From an optimization exercise on the open Yosys and OpenROAD flow, aimed at small area and a short achievable clock period; shortcuts taken in it are not production practice. RTL that was checked went through simulation tests only; none was proved equivalent to the original. Function not checked in run 1: the RTL went through the layout flow alone. Power is estimated from default activity; no workload was simulated.

==> flow/design.v <==
module color_identify(
	input	[15:0]	img_data,
	output			hit
);
function [12:0] radd;
	input [12:0] a, b; input ci;
	integer k; reg c;
	begin
		c = ci;
		for (k = 0; k < 13; k = k + 1) begin
			radd[k] = a[k] ^ b[k] ^ c;
			c = (a[k] & b[k]) | (c & (a[k] ^ b[k]));
		end
	end
endfunction
function rge;
	input [12:0] a, k;
	integer j; reg g;
	begin
		g = 1'b1;
		for (j = 0; j < 13; j = j + 1)
			g = k[j] ? (a[j] & g) : (a[j] | g);
		rge = g;
	end
endfunction
wire [7:0] R = {img_data[15:11], img_data[13:11]};
wire [7:0] G = {img_data[10:5],  img_data[6:5]};
wire [7:0] B = {img_data[4:0],   img_data[2:0]};
wire [12:0] d1 = radd({5'd0,B}, {5'd0,~G}, 1'b1);
wire [12:0] d2 = radd({5'd0,R}, {5'd0,~G}, 1'b1);
wire [12:0] du = {4'd0, d1[8:0]};
wire [12:0] dv = {4'd0, d2[8:0]};
wire [12:0] u1 = radd({3'd0,du[8:0],1'b0}, du, 1'b1);				 
wire [12:0] u  = radd(u1, {4'd0,~dv[8:0]}, 1'b0);				 
wire [12:0] v1 = radd({2'd0,dv[8:0],2'b0}, {3'd0,dv[8:0],1'b0}, 1'b0);
wire [12:0] v  = radd(v1, {4'd0,~du[8:0]}, 1'b0);				 
assign hit = rge(u, 13'd1156) & ~rge(u, 13'd1342) & rge(v, 13'd1215) & ~rge(v, 13'd1599);
endmodule
module position(
	input				clk,
	input				rst_n,
	input				vs,		 
	input				mv,		 
	input				hit,	 
	output	reg	[10:0]	x_coor,
	output	reg	[9:0]	y_coor,
	output	reg			coor_valid
);
reg  [10:0] col;	 
reg  [9:0]  line;	 
reg         mv_d;
reg  [15:0] n;		 
reg  [52:0] z;		 
genvar i;
wire        col_inc = mv | ~col[6];
wire [11:0] col_c;
wire [10:0] col_s;
assign col_c[0] = col_inc;
generate for (i = 0; i < 11; i = i + 1) begin : g_col
	assign col_s[i]   = col[i] ^ col_c[i];
	assign col_c[i+1] = col[i] & col_c[i];
end endgenerate
wire        line_end = mv_d & ~mv;
wire [10:0] line_c;
wire [9:0]  line_s;
assign line_c[0] = line_end;
generate for (i = 0; i < 10; i = i + 1) begin : g_line
	assign line_s[i]   = line[i] ^ line_c[i];
	assign line_c[i+1] = line[i] & line_c[i];
end endgenerate
wire [16:0] n_c;
wire [15:0] n_s;
assign n_c[0] = hit;
generate for (i = 0; i < 16; i = i + 1) begin : g_n
	assign n_s[i]   = n[i] ^ n_c[i];
	assign n_c[i+1] = n[i] & n_c[i];
end endgenerate
wire [26:0] ax = {16'd0, col & {11{hit}}};
wire [25:0] ay = {16'd0, line & {10{hit}}};
wire [27:0] sx_c;
wire [26:0] sx;
wire [26:0] sy_c;
wire [25:0] sy;
assign sx_c[0] = 1'b0;
assign sy_c[0] = hit & (|col[10:1]);
generate for (i = 0; i < 27; i = i + 1) begin : g_sx
	assign sx[i]     = z[26+i] ^ ax[i] ^ sx_c[i];
	assign sx_c[i+1] = (z[26+i] & ax[i]) | (sx_c[i] & (z[26+i] ^ ax[i]));
end endgenerate
generate for (i = 0; i < 26; i = i + 1) begin : g_sy
	assign sy[i]     = z[i] ^ ay[i] ^ sy_c[i];
	assign sy_c[i+1] = (z[i] & ay[i]) | (sy_c[i] & (z[i] ^ ay[i]));
end endgenerate
wire [16:0] p = z[52:36];
wire [16:0] nn = {1'b0, n};
wire [17:0] bw;
wire [16:0] diff;
assign bw[0] = 1'b0;
generate for (i = 0; i < 17; i = i + 1) begin : g_div
	assign diff[i] = p[i] ^ nn[i] ^ bw[i];
	assign bw[i+1] = (~p[i] & nn[i]) | (bw[i] & ~(p[i] ^ nn[i]));
end endgenerate
wire        xstep = ~col[6] & ~col[5] & ~col[4] & (~col[3] | (~col[2] & ~(col[1] & col[0])));	 
wire        ystep = ~col[6] & ((~col[5] & col[4] & col[3] & (col[2] | (col[1] & col[0])))	 
				| (col[5] & ~col[4] & ~col[3] & (~col[2] | (~col[1] & ~col[0]))));			 
wire        step  = xstep | ystep;
wire        q     = step & ~bw[17];
wire [15:0] top   = q ? diff[15:0] : p[15:0];
wire        valid = (|n[15:12]) | (&n[11:7] & (n[6] | n[5]));	 
always @(posedge clk) begin
	col <= (mv | vs) ? col_s : 11'd0;
end
always @(posedge clk or negedge rst_n) begin
	if (!rst_n) begin
		line <= 10'd0;
		mv_d <= 1'b0;
		n <= 16'd0;
		z <= 53'd0;
		x_coor <= 11'd0;
		y_coor <= 10'd0;
		coor_valid <= 1'b0;
	end else begin
		mv_d <= mv;
		line <= vs ? 10'd0 : line_s;
		n <= (vs & col[6]) ? 16'd0 : n_s;
		z <= vs ? {top, z[35:0], 1'b0} : {sx, sy};
		if (vs & ~col[6])
			coor_valid <= valid;
		if (vs & valid & step)
			{x_coor, y_coor} <= {x_coor[9:0], y_coor, q};
	end
end
endmodule
module color_tracker(
	input			clk,
	input			rst_n,
	input			vsync,
	input			de,
	input	[15:0]	rgb,
	output			mask_valid,
	output			mask,
	output	[10:0]	x_coor,
	output	[9:0]	y_coor,
	output			coor_valid
);
reg  [15:0] rgb_r;
reg  de_r, mv, hit, vs;
wire hit_c;
color_identify color_identify (
	.img_data	(rgb_r),
	.hit		(hit_c)
);
always @(posedge clk) begin
	rgb_r <= rgb;
end
always @(posedge clk or negedge rst_n) begin
	if (!rst_n) begin
		de_r <= 1'b0;
		mv   <= 1'b0;
		hit  <= 1'b0;
		vs   <= 1'b0;
	end else begin
		de_r <= de;
		mv   <= de_r;
		hit  <= de_r & hit_c;
		vs   <= vsync;
	end
end
position position (
	.clk		(clk),
	.rst_n		(rst_n),
	.vs			(vs),
	.mv			(mv),
	.hit		(hit),
	.x_coor		(x_coor),
	.y_coor		(y_coor),
	.coor_valid	(coor_valid)
);
assign mask_valid = mv;
assign mask       = hit;
endmodule
==> flow/run.sh <==
#!/bin/bash
# synth_recipe.tcl (not shown) runs the flow's synth.tcl, then flattens the netlist and writes it again
# the make line also repeats each setting of config.mk as NAME=value (left out here)
make -C /OpenROAD-flow-scripts/flow DESIGN_CONFIG=/design/flow/config.mk WORK_HOME=/design/flow/orfs CLKGATE_MAP_FILE= SYNTH_SCRIPT=/design/flow/synth_recipe.tcl finish
==> flow/config.mk <==
export PLATFORM = sky130hd
export DESIGN_NAME = color_tracker
export DESIGN_NICKNAME = color_tracker
export VERILOG_FILES = /design/flow/design.v
export SDC_FILE = /design/flow/constraint.sdc
export NUM_CORES = 4
export LEC_CHECK = 0
export CAP_MARGIN = 20
export CORE_MARGIN = 2
export CORE_UTILIZATION = 40
export CTS_BUF_LIST = sky130_fd_sc_hd__clkbuf_4 sky130_fd_sc_hd__clkbuf_8
export SLEW_MARGIN = 20
==> flow/constraint.sdc <==
create_clock -name core_clock -period 95.0 [get_ports {clk}]
set_input_delay 19.0000 -clock core_clock [delete_from_list [all_inputs] [get_ports {clk}]]
set_output_delay 19.0000 -clock core_clock [all_outputs]
set_load 0.01 [all_outputs]
==> summary.txt, run 1 <==
H-tree depth: 4
DRC errors left: 0
Finished Cell Area: 8880 µm²
top_reg_cell synth: dfrtp_1
highest clock rate: 48.0 MHz
fill count: 1733
P_leak: 0.00454 µW
Hold WC Path Type: reg2reg
WP data required: 76000 ps
layout cell share with drive strength beyond 1: 15.4%
worst stage delay on the critical path: 740 ps
Setup Viol. Count Final: 0
cell taking the most area after synthesis: dfrtp_1
Worst-Skew Late Latency: 450 ps
vias in the first global route: 4771
largest net degree at the start of global routing: 81
power density cells: 19.3 nW/µm²
routed length per instance: 13.3 µm
drt via density: 4.69
sequential area share after synthesis: 41.1%
worst slack, placed: 74570 ps
cts repair resizes: 0
critical path data arrival time: 1840 ps
final wirelength: 12300 µm
min cycle time layout: 20840 ps
first-pass GRT wire length: 21800 µm
post-synthesis cell area: 7760 µm²
core box area: 18900 µm²
Cell variety after synth: 42
die height: 143 µm
Root Driver: clkbuf_8
max_slew headroom: 50.0%
total die area: 20500 µm²
Synth Register Bits: 133
Area Growth Syn to Fin: 14.3%
number of max-cap violations: 0
Placed Area: 8480 µm²
CP startpoint kind: register
Final Worst Setup Slack: 74160 ps
final hold vios: 0
CTS tree: yes
Final Max Slew Viols: 0
Synth top area share: 34.2%
Die X: 143 µm
Overflow after GRT: 0
post-CTS setup buffers: 0
initial antenna violation count: 0
first drt pass iteration count: 4
final cell utilization of the core: 47.0%
Worst Path Buf+Inv: 1
via count: 4323
Final ANT Viol Nets: 0
total CTS buffers: 17
CP delay by family, top: flip-flops
Yosys warnings: 3
CP Cell Sequence: clkdlybuf4s50_1
initial core utilization: 41.1%
status: finished clean
Synth area leaders: dfrtp_1 (34%), fa_1 (21%), ha_1 (12%)
clock sinks: 133
total track usage: 13.7%
Worst Setup SP: hit
setup TNS: 0 ps
clock-pin slew on the worst setup and hold paths: 70 ps
hold_buf cts: 0
CP Capture Type: output port
Post-synth ARST share: 79.7%
Buffers on Ports: 43
# IOs: 44
1st-iter DRT viols: 161
worst vdd ir: 0.0137 mV
Antenna diodes: 0
cell count after placement: 890
Worst-Margin Slew: 751 ps
Clock Skew: 13.5 ps
Synthesized Nets: 776
leading cell types in the layout, fill and taps excluded: dfrtp_1 (105), inv_1 (90), fa_1 (80)
EDFF count, synth: 0
critical path peak fanout: 24
num rows: 50
worst hold start: de_r
synthesized area per cell: 13.0 µm²
Layout Cells excl Fill: 922
Final nets: 826
hpwl dp: 9530 µm
commonest non-fill, non-tap cell in the layout: dfrtp_1
GPL Wtd Cong: 0.798
critical setup path kind: reg2out
RSZ-0062 raised after global routing: false
CTS max path bufs: 2
fin crit share: 21.9%
R2R Path Start: hit
Cells after Synth: 599
slowest CP cell: dfrtp_1
[state kept, by name, indices dropped and copies added (netlist names), 10 cells and up]
signal / flops
position.n: 16
position.line: 10
position.y_coor: 10
position.x_coor: 11
position.col: 11
rgb_r: 16
position.z: 53
[per-stage QoR]
stage | power, µW | hold slack [ps]
2_1_floorplan | 112 | 354
3_3_place_gp | 123 | 398
3_5_place_dp | 127 | 392
4_1_cts | 175 | 404
5_1_grt | 187 | 408
6_report | 171 | 393
[routing by layer]
| metal | GRT usage (%) | wire, µm |
|---|---|---|
| met1 | 15.4 | 4930 |
| met2 | 25.0 | 6780 |
| met4 | 4.33 | 160 |
| met3 | 4.00 | 436 |
| met5 | 0 | 0 |
[synth_stat cells, drive strengths merged (3+ instances only)]
| cell | instances |
|---|---|
| nand2b | 3 |
| dfxtp | 27 |
| inv | 90 |
| nand2 | 18 |
| clkbuf | 12 |
| fa | 80 |
| ha | 77 |
| and2 | 34 |
| mux2i | 6 |
| o21ai | 9 |
| xnor2 | 4 |
| buf | 3 |
| dfrtp | 106 |
| a21oi | 7 |
| nor2 | 10 |
| nor2b | 21 |
| mux2 | 58 |
| nor4 | 4 |
| o221ai | 8 |
[final timing paths]
path,slack (ps),end,cells past startpoint
worst max-delay path,74160,mask,1
worst min-delay path,390,mv,0
worst max register to register,86460,position.z[52],33
worst min register to register,390,mv,0
max in group asynchronous,75460,vs,2
min in group asynchronous,18450,position.z[37],1
[power breakdown]
part | leakage (µW) | internal, µW | switching (µW)
combinational | 0.00269 | 26.5 | 29.6
sequential | 0.00166 | 63.3 | 5.37
clock | 0.000190 | 24.9 | 21.7
[worst register-to-register path: cells and delay by family, from the launching register on]
family | cells | cell delay [ps]
flip-flops | 1 | 620
AND/OR/NAND/NOR | 1 | 270
XOR/XNOR | 1 | 140
AO/OA/AOI/OAI | 1 | 230
adder cells (fa/ha/maj) | 26 | 6940
buffers and inverters | 4 | 250
[final cells by class]
type	count	area, µm²	share of cell area, %
clock inverter	12	130	1.47
tap	260	325	3.66
multi-input combinational	361	4170	46.9
inverter	90	338	3.80
sequential	133	3190	36.0
timing repair buffer	46	454	5.12
clock buffer	20	269	3.03
[logic make-up (layout without fill, tap and decap cells)]
family	after synthesis	in the layout	synth area share (%)
compound gates	33	33	3.25
buf+inv	105	168	5.20
flops	133	133	41.1
mux	64	64	9.23
fa+ha+maj	157	157	33.0
xor+xnor	5	5	0.564
simple gates	102	102	7.59
==> run 2: changes to the inputs <==
--- a/flow/design.v
+++ b/flow/design.v
@@ -3,5 +3,5 @@
 	output			hit
 );
-function [12:0] radd;
+function [12:0] radd;	 
 	input [12:0] a, b; input ci;
 	integer k; reg c;
@@ -14,5 +14,5 @@
 	end
 endfunction
-function rge;
+function rge;	 
 	input [12:0] a, k;
 	integer j; reg g;
@@ -27,13 +27,13 @@
 wire [7:0] G = {img_data[10:5],  img_data[6:5]};
 wire [7:0] B = {img_data[4:0],   img_data[2:0]};
-wire [12:0] d1 = radd({5'd0,B}, {5'd0,~G}, 1'b1);
-wire [12:0] d2 = radd({5'd0,R}, {5'd0,~G}, 1'b1);
-wire [12:0] du = {4'd0, d1[8:0]};
-wire [12:0] dv = {4'd0, d2[8:0]};
-wire [12:0] u1 = radd({3'd0,du[8:0],1'b0}, du, 1'b1);				 
-wire [12:0] u  = radd(u1, {4'd0,~dv[8:0]}, 1'b0);				 
-wire [12:0] v1 = radd({2'd0,dv[8:0],2'b0}, {3'd0,dv[8:0],1'b0}, 1'b0);
-wire [12:0] v  = radd(v1, {4'd0,~du[8:0]}, 1'b0);				 
-assign hit = rge(u, 13'd1156) & ~rge(u, 13'd1342) & rge(v, 13'd1215) & ~rge(v, 13'd1599);
+wire [12:0] d1 = radd({5'd0,B}, {5'd0,~G}, 1'b1);	 
+wire [12:0] d2 = radd({5'd0,R}, {5'd0,~G}, 1'b1);	 
+wire        inr = d1[8] & ~d1[7] & ~d2[8] & d2[7];	 
+wire [6:0]  a = d1[6:0], b = d2[6:0];				 
+wire [12:0] u1 = radd({5'd0,a,1'b0}, {6'd0,a}, 1'b0);
+wire [12:0] u  = radd(u1, {6'd0,~b}, 1'b0);			 
+wire [12:0] v1 = radd({4'd0,b,2'b0}, {5'd0,b,1'b0}, 1'b0);
+wire [12:0] v  = radd(v1, {6'd0,~a}, 1'b0);			 
+assign hit = inr & rge(u, 13'd131) & ~rge(u, 13'd317) & rge(v, 13'd319) & ~rge(v, 13'd703);
 endmodule
 module position(
@@ -145,5 +145,5 @@
 );
 reg  [15:0] rgb_r;
-reg  de_r, mv, hit, vs;
+reg  de_r, mv, hit, hit_o, vs;	 
 wire hit_c;
 color_identify color_identify (
@@ -159,4 +159,5 @@
 		mv   <= 1'b0;
 		hit  <= 1'b0;
+		hit_o <= 1'b0;
 		vs   <= 1'b0;
 	end else begin
@@ -164,4 +165,5 @@
 		mv   <= de_r;
 		hit  <= de_r & hit_c;
+		hit_o <= hit_c;	 
 		vs   <= vsync;
 	end
@@ -178,4 +180,4 @@
 );
 assign mask_valid = mv;
-assign mask       = hit;
+assign mask       = hit_o;
 endmodule
==> flow/flow/run.sh (new file) <==
#!/bin/bash
# Standard layout, with the port buffers made from the smallest buffer cell.
set -euo pipefail
bash standard.sh "BUFFER_PORTS_ARGS=-buffer_cell sky130_fd_sc_hd__buf_1" finish > flow.log 2>&1
==> flow/standard.sh (new file) <==
#!/bin/bash
# synth_recipe.tcl (not shown) runs the flow's synth.tcl, then flattens the netlist and writes it again
# the make line also repeats each setting of config.mk as NAME=value (left out here)
make -C /OpenROAD-flow-scripts/flow DESIGN_CONFIG=/design/flow/config.mk WORK_HOME=/design/flow/orfs CLKGATE_MAP_FILE= SYNTH_SCRIPT=/design/flow/synth_recipe.tcl "${@:-finish}"
removed: flow/run.sh
==> run 2 against run 1 <==
Compared with the run above: still clean; non-clock buffer count unchanged; sequential share of layout area increased by 1.5 points; synthesized cell count is 1.5% higher; maximum frequency up 4.0%; first-iteration DRC count grew 45%; clock power hardly changed; combinational power decreased by 14%; critical path type unchanged; largest power group unchanged.
==> summary.txt, run 2 <==
clock sinks: 134 (was 133)
final wirelength: 12600 µm (was 12300 µm)
Die X: 143 µm (about the same)
Yosys warnings: 3 (unchanged)
clock group share of total power: 28.4% (was 27.2%)
CP Cell Sequence: buf_1 (was clkdlybuf4s50_1)
1st-iter DRT viols: 234 (was 161)
power density cells: 19.0 nW/µm² (was 19.3 nW/µm²)
Cells after Synth: 608 (was 599)
Cell variety after synth: 49 (was 42)
GPL Wtd Cong: 0.816 (was 0.798)
minimum hold slack: 443 ps (was 393 ps)
CTS max path bufs: 2 (unchanged)
WHS Path Cells: 0 (unchanged)
Final nets: 827 (was 826)
routed length per instance: 13.6 µm (was 13.3 µm)
cts repair resizes: 0 (unchanged)
cell count after placement: 897 (was 890)
CP Capture Type: output port (unchanged)
slowest CP cell: dfrtp_1 (unchanged)
sequential power share: 42.0% (was 40.1%)
Root Driver: clkbuf_8 (unchanged)
Final Max Slew Viols: 0 (unchanged)
core box area: 18900 µm² (unchanged)
top_reg_cell synth: dfrtp_1 (unchanged)
via count: 4310 (was 4323)
first-pass GRT wire length: 21800 µm (about the same)
synthesized area per cell: 12.8 µm² (was 13.0 µm²)
fill count: 1740 (was 1733)
max_slew headroom: 39.4% (was 50.0%)
largest net degree at the start of global routing: 73 (was 81)
cell taking the most area after synthesis: dfrtp_1 (unchanged)
# IOs: 44 (unchanged)
Clock Skew: 14.5 ps (was 13.5 ps)
Antenna diodes: 0 (unchanged)
RSZ-0062 raised after global routing: false (unchanged)
Worst-Skew Late Latency: 440 ps (was 450 ps)
Setup Viol. Count Final: 0 (unchanged)
hold_buf cts: 0 (unchanged)
R2R cell count: 33 (unchanged)
CP startpoint kind: register (unchanged)
Layout Cells excl Fill: 929 (was 922)
critical setup path kind: reg2out (unchanged)
total CTS buffers: 17 (unchanged)
Synth top area share: 34.5% (was 34.2%)
layout cell share with drive strength beyond 1: 15.8% (was 15.4%)
status: finished clean (unchanged)
R2R Path Start: hit (unchanged)
Synth Register Bits: 134 (was 133)
total die area: 20600 µm² (was 20500 µm²)
Synthesized Nets: 779 (was 776)
die height: 143 µm (about the same)
switching part of the total: 32.9% (was 33.1%)
Final ANT Viol Nets: 0 (unchanged)
sequential area share after synthesis: 41.4% (was 41.1%)
first drt pass iteration count: 4 (unchanged)
fin crit share: 21.1% (was 21.9%)
Worst-Margin Slew: 910 ps (was 751 ps)
max reg flops: 53 (unchanged)
CTS tree: yes (unchanged)
internal power: 109 µW (was 115 µW)
post-synthesis cell area: 7770 µm² (was 7760 µm²)
top-count cell post-synth: dfrtp_1 (unchanged)
min cycle time layout: 20030 ps (was 20840 ps)
total track usage: 13.6% (was 13.7%)
Area Growth Syn to Fin: 10.4% (was 14.3%)
commonest non-fill, non-tap cell in the layout: dfrtp_1 (unchanged)
Hold WC Path Type: reg2reg (unchanged)
H-tree depth: 4 (unchanged)
Worst Path Buf+Inv: 1 (unchanged)
Finished Cell Area: 8580 µm² (was 8880 µm²)
CP delay by family, top: flip-flops (unchanged)
end of the worst hold path: mv (unchanged)
Logic pwr share: 29.6% (was 32.8%)
setup TNS: 0 ps (unchanged)
leading cell types in the layout, fill and taps excluded: dfrtp_1 (106), inv_1 (86), ha_1 (79) (was dfrtp_1 (105), inv_1 (90), fa_1 (80))
clock-pin slew on the worst setup and hold paths: 70 ps (about the same)
drt via density: 4.64 (was 4.69)
NetSw: 53.4 µW (was 56.7 µW)
initial antenna violation count: 0 (unchanged)
initial core utilization: 41.1% (about the same)
worst vdd ir: 0.00924 mV (was 0.0137 mV)
vias in the first global route: 4722 (was 4771)
most flop-heavy register: position.z (unchanged)
biggest regs: position.z: 53 flops, position.n: 16 flops, rgb_r: 16 flops (unchanged)
P_leak: 0.00446 µW (was 0.00454 µW)
Reg-to-Reg End: position.z[51] (was position.z[52])
number of max-cap violations: 0 (unchanged)
critical path data arrival time: 1030 ps (was 1840 ps)
Final Total Pwr: 163 µW (was 171 µW)
EDFF count, synth: 0 (unchanged)
Buffers on Ports: 43 (unchanged)
r2r setup slk: 86280 ps (was 86460 ps)
Overflow after GRT: 0 (unchanged)
Synth top cells by count: dfrtp_1 (107), inv_1 (86), ha_1 (79) (was dfrtp_1 (106), inv_1 (90), fa_1 (80))
post-CTS setup buffers: 0 (unchanged)
DRC errors left: 0 (unchanged)
Placed Area: 8190 µm² (was 8480 µm²)
worst hold start: de_r (unchanged)
hpwl dp: 9090 µm (was 9530 µm)
worst stage delay on the critical path: 400 ps (was 740 ps)
Synth area leaders: dfrtp_1 (34%), fa_1 (19%), ha_1 (13%) (was dfrtp_1 (34%), fa_1 (21%), ha_1 (12%))
num rows: 50 (unchanged)
Post-synth ARST share: 79.9% (was 79.7%)
highest clock rate: 49.9 MHz (was 48.0 MHz)
critical path peak fanout: 5 (was 24)
final hold vios: 0 (unchanged)
WP data required: 76000 ps (about the same)
[run 2: cell count changes in the layout (fill, tap and decap cells not counted), moves of 8 or more]
| cell | delta |
|---|---|
| buf_1 | +42 |
| clkdlybuf4s50_1 | -42 |
| fa_1 | -8 |
| nor2_1 | +18 |
| o221ai_1 | -8 |
[run 2: layer usage]
layer  global-route usage [%]  vias to the layer above  wire length [µm]  share of wire, %
li1                         -                     2092                 -                 -
met1                     16.7                     2139              5810                46
met2                     23.0                       64              6180                49
met3                     3.87                       15               435               3.4
met4                     4.90                        0               206               1.6
met5                        0                        -                 0                 0
[run 2: kinds of logic after synthesis]
| kind of cell | share of synthesized area, % |
|---|---|
| XOR/XNOR | 0.564 |
| multiplexers | 7.81 |
| AND/OR/NAND/NOR | 8.78 |
| adder cells (fa/ha/maj) | 31.3 |
| flip-flops | 41.4 |
| buffers and inverters | 5.43 |
| AO/OA/AOI/OAI | 4.73 |
[run 2: final cells by class]
class | instances | area, µm² | area share, %
clock inverters | 7 | 75.1 | 0.875
inverters | 86 | 323 | 3.76
well taps | 260 | 325 | 3.79
flip-flops and latches | 134 | 3220 | 37.5
repair buffers | 46 | 188 | 2.19
clock buffers | 25 | 313 | 3.65
multi-input cells | 371 | 4140 | 48.2
[run 2: worst max-delay path by stage]
stage	from	endpoint	slack (ps)	cells after the start
6_report	mv	mask_valid	74970	1
4_1_cts	mv	mask_valid	74920	1
3_3_place_gp	rst_n	position.z[10]	74640	2
2_1_floorplan	mv	mask_valid	75590	0
5_1_grt	mv	mask_valid	74880	1
3_5_place_dp	rst_n	position.z[11]	74570	2
[run 2: power by group through the flow]
| stage | Sequential, µW | Clock, µW | Combinational, µW |
|---|---|---|---|
| final | 68.4 | 46.2 | 48.1 |
| after detailed placement | 69.5 | 0 | 48.5 |
| after floorplan | 68.0 | 0 | 37.4 |
| after global placement | 69.3 | 0 | 45.0 |
| after CTS | 68.4 | 47.9 | 49.1 |
| after global routing | 69.2 | 50.4 | 56.2 |
[run 2: metrics by stage]
step                      utilization [%]  worst slack [ps]
after global routing                 45.4             74880
after detailed placement             43.4             74570
after floorplan                         -             75590
after global placement               43.4             74640
final                                45.4             74970
after CTS                            45.4             74920
==> run 3: changes to the inputs <==
==> flow/run.sh (new file) <==
#!/bin/bash
# synth_recipe.tcl (not shown) runs the flow's synth.tcl, then flattens the netlist and writes it again
# the make line also repeats each setting of config.mk as NAME=value (left out here)
make -C /OpenROAD-flow-scripts/flow DESIGN_CONFIG=/design/flow/config.mk WORK_HOME=/design/flow/orfs CLKGATE_MAP_FILE= SYNTH_SCRIPT=/design/flow/synth_recipe.tcl finish
removed: flow/flow/run.sh
removed: flow/standard.sh
==> run 3 against run 2 <==
Compared with the run above: combinational power fell by 3%; sequential cell count did not move; non-clock buffer count did not move; sequential power barely moved; critical path depth did not move; global-route usage rose by 0.26 points; clock skew fell by 1.7 ps; cell count did not move; die area did not move; sequential share of layout area fell by 1.5 points; first-iteration DRC count fell by 22%.
==> summary.txt, run 3 <==
status: finished clean (unchanged)
critical setup path kind: reg2out (unchanged)
clock sinks: 134 (unchanged)
final wirelength: 12400 µm (was 12600 µm)
max_slew headroom: 46.4% (was 39.4%)
final cell utilization of the core: 47.3% (was 45.4%)
die height: 143 µm (unchanged)
DRC errors left: 0 (unchanged)
Buffers on Ports: 43 (unchanged)
Synth area leaders: dfrtp_1 (34%), fa_1 (19%), ha_1 (13%) (unchanged)
met1 usage: 17.2% (was 16.7%)
fill count: 1700 (was 1740)
setup TNS: 0 ps (unchanged)
power density cells: 19.2 nW/µm² (was 19.0 nW/µm²)
drt via density: 4.71 (was 4.64)
critical path data arrival time: 1400 ps (was 1030 ps)
vias in the first global route: 4865 (was 4722)
Cells after Synth: 608 (unchanged)
worst slack, placed: 74570 ps (about the same)
P_leak: 0.00461 µW (was 0.00446 µW)
area share of fa/ha/maj cells after synthesis: 31.3% (unchanged)
synthesized area per cell: 12.8 µm² (unchanged)
# IOs: 44 (unchanged)
Worst-Margin Slew: 805 ps (was 910 ps)
NetSw: 54.7 µW (was 53.4 µW)
CTS tree: yes (unchanged)
Post-synth ARST share: 79.9% (unchanged)
Hold WC Path Type: reg2reg (unchanged)
total die area: 20600 µm² (unchanged)
biggest regs: position.z: 53 flops, position.n: 16 flops, rgb_r: 16 flops (unchanged)
largest family of logic cells by synthesized area: adder cells (unchanged)
CP startpoint kind: register (unchanged)
worst stage delay on the critical path: 570 ps (was 400 ps)
core box area: 18900 µm² (unchanged)
clock-pin slew on the worst setup and hold paths: 80 ps (was 70 ps)
min cycle time layout: 20400 ps (was 20030 ps)
Root Driver: clkbuf_8 (unchanged)
Synth Register Bits: 134 (unchanged)
H-tree depth: 4 (unchanged)
post-synthesis mux area share: 7.81% (unchanged)
Final nets: 827 (unchanged)
via count: 4375 (was 4310)
Simple-Gate Fraction of Synth Area: 8.78% (unchanged)
fin crit share: 21.5% (was 21.1%)
Synth top area share: 34.5% (unchanged)
Final Worst Setup Slack: 74600 ps (was 74970 ps)
Setup Viol. Count Final: 0 (unchanged)
Antenna diodes: 0 (unchanged)
post-synthesis compound-gate area fraction: 4.73% (unchanged)
critical path peak fanout: 5 (unchanged)
M2 GR Usage: 24.2% (was 23.0%)
switching part of the total: 31.9% (was 32.9%)
leading cell types in the layout, fill and taps excluded: dfrtp_1 (106), inv_1 (86), ha_1 (79) (unchanged)
EDFF count, synth: 0 (unchanged)
post-CTS setup buffers: 0 (unchanged)
top_reg_cell synth: dfrtp_1 (unchanged)
hold_buf cts: 0 (unchanged)
num rows: 50 (unchanged)
GR peak layer: met2 (unchanged)
RSZ-0062 raised after global routing: false (unchanged)
Final Max Slew Viols: 0 (unchanged)
cts repair resizes: 0 (unchanged)
Cell variety after synth: 49 (unchanged)
Overflow after GRT: 0 (unchanged)
Die X: 143 µm (unchanged)
total CTS buffers: 17 (unchanged)
first drt pass iteration count: 4 (unchanged)
highest clock rate: 49.0 MHz (was 49.9 MHz)
Logic pwr share: 27.2% (was 29.6%)
Worst Path Buf+Inv: 1 (unchanged)
Synth top cells by count: dfrtp_1 (107), inv_1 (86), ha_1 (79) (unchanged)
first-pass GRT wire length: 22600 µm (was 21800 µm)
initial core utilization: 41.1% (unchanged)
worst vdd ir: 0.00931 mV (was 0.00924 mV)
number of max-cap violations: 0 (unchanged)
internal power: 117 µW (was 109 µW)
max reg flops: 53 (unchanged)
cell count after placement: 897 (unchanged)
GPL Wtd Cong: 0.803 (was 0.816)
clock group share of total power: 32.9% (was 28.4%)
met3 Track Usage GR: 3.80% (was 3.87%)
largest net degree at the start of global routing: 69 (was 73)
top-count cell post-synth: dfrtp_1 (unchanged)
Final ANT Viol Nets: 0 (unchanged)
post-synthesis cell area: 7770 µm² (unchanged)
WP data required: 76000 ps (about the same)
CP Capture Type: output port (unchanged)
Area Growth Syn to Fin: 14.9% (was 10.4%)
Layout Cells excl Fill: 929 (unchanged)
1st-iter DRT viols: 182 (was 234)
xor-xnor portion of the synthesized cell area: 0.564% (unchanged)
final hold vios: 0 (unchanged)
CP Cell Sequence: clkdlybuf4s50_1 (was buf_1)
initial antenna violation count: 0 (unchanged)
CTS max path bufs: 2 (unchanged)
most flop-heavy register: position.z (unchanged)
total track usage: 13.9% (was 13.6%)
Yosys warnings: 3 (unchanged)
Synthesized Nets: 779 (unchanged)
CP delay by family, top: buffers and inverters (was flip-flops)
Worst-Skew Late Latency: 440 ps (about the same)
sequential area share after synthesis: 41.4% (unchanged)
layout cell share with drive strength beyond 1: 15.8% (unchanged)
hpwl dp: 9120 µm (was 9090 µm)
Clock Skew: 12.8 ps (was 14.5 ps)
routed length per instance: 13.3 µm (was 13.6 µm)
cell taking the most area after synthesis: dfrtp_1 (unchanged)
slowest CP cell: clkdlybuf4s50_1 (was dfrtp_1)
sequential power share: 39.8% (was 42.0%)
commonest non-fill, non-tap cell in the layout: dfrtp_1 (unchanged)
==> run 3: cell count changes in the layout (fill, tap and decap cells not counted), sizes merged <==
| cell | before | now |
|---|---|---|
| buf | 45 | 4 |
| bufinv | 1 | 5 |
| clkbuf | 26 | 17 |
| clkdlybuf4s50 | 0 | 42 |
| clkinvlp | 3 | 0 |
| inv | 86 | 93 |
==> run 3: cells by family (layout without fill, tap and decap cells) <==
logic type | count (synthesis) | count (layout)
adder cells (fa/ha/maj) | 151 | 151
XOR/XNOR | 5 | 5
AO/OA/AOI/OAI | 41 | 41
buffers and inverters | 103 | 164
multiplexers | 54 | 54
AND/OR/NAND/NOR | 120 | 120
flip-flops | 134 | 134
==> run 3: metrics by stage <==
| step | area, µm² | hold WS, ps | total power (µW) |
|---|---|---|---|
| 2_1_floorplan | 7770 | 354 | 105 |
| 3_3_place_gp | 8460 | 429 | 115 |
| 3_5_place_dp | 8460 | 445 | 118 |
| 4_1_cts | 8930 | 458 | 175 |
| 5_1_grt | 8930 | 474 | 186 |
| 6_report | 8930 | 451 | 172 |
==> run 3: final cells by class <==
class	instances	area [µm²]	share of cell area, %
Multi-Input combinational cell	371	4140	46.3
Sequential cell	134	3220	36.0
Timing Repair Buffer	46	450	5.04
Tap cell	260	325	3.64
Inverter	86	323	3.61
Clock inverter	15	241	2.70
Clock buffer	17	234	2.62
==> run 3: worst paths after layout <==
check,from,to,slack [ps],cells after the start
setup / recovery,mv,mask_valid,74600,1
max in group asynchronous,rst_n,vs,75160,2
setup reg to reg,hit,position.z[51],86270,33
hold / removal,mv,position.mv_d,450,0
hold reg to reg,mv,position.mv_d,450,0
min in group asynchronous,rst_n,position.x_coor[5],18540,1
==> run 3: per-layer routing <==
metal / part of all wire, % / vias to the layer above
li1: - / 2091
met1: 46 / 2216
met2: 50 / 62
met3: 3.2 / 6
met4: 0.88 / 0
met5: 0 / -
==> run 3: power by group through the flow <==
stage          logic [µW]  registers (µW)  clock network [µW]
2_1_floorplan        37.4            68.0                   0
3_3_place_gp         45.7            69.3                   0
3_5_place_dp         47.9            69.6                   0
4_1_cts              48.1            68.5                58.7
5_1_grt              55.7            69.4                61.3
6_report             46.8            68.5                56.6

==> static timing again, ports no longer ideal <==
Ports are ideal in the flow. The routed layouts listed here were re-timed in OpenROAD.
Step 1 sets driving cells, clkbuf_16 on the clock port and buf_2 on the other inputs (assumed; they add their load-dependent delay and slew).
Step 2 moves the port delays by t, midway between the first and last clock arrival at a register: inputs arrive t later, outputs are due t later. That takes back most of the time a late clock gives input paths.
Slacks: ideal / step 1 / step 2; pairs: ideal / step 1.
run	t, ns	setup WS [ns]	hold WS [ns]	worst slew at a driven data input, ns
run 1	0.476	74.162 / 74.127 / 74.602	0.393 / 0.393 / 0.393	0.03
run 2	0.474	74.965 / 74.925 / 74.702	0.443 / 0.443 / 0.443	0.04
run 3	0.468	74.600 / 74.561 / 74.707	0.451 / 0.451 / 0.451	0.03
After both steps setup and hold are still met in every run listed. The setup slack of run 2, which loses most, moves by -0.040 ns with the drivers and by -0.263 ns with both steps. Setup slack includes reset recovery checks.
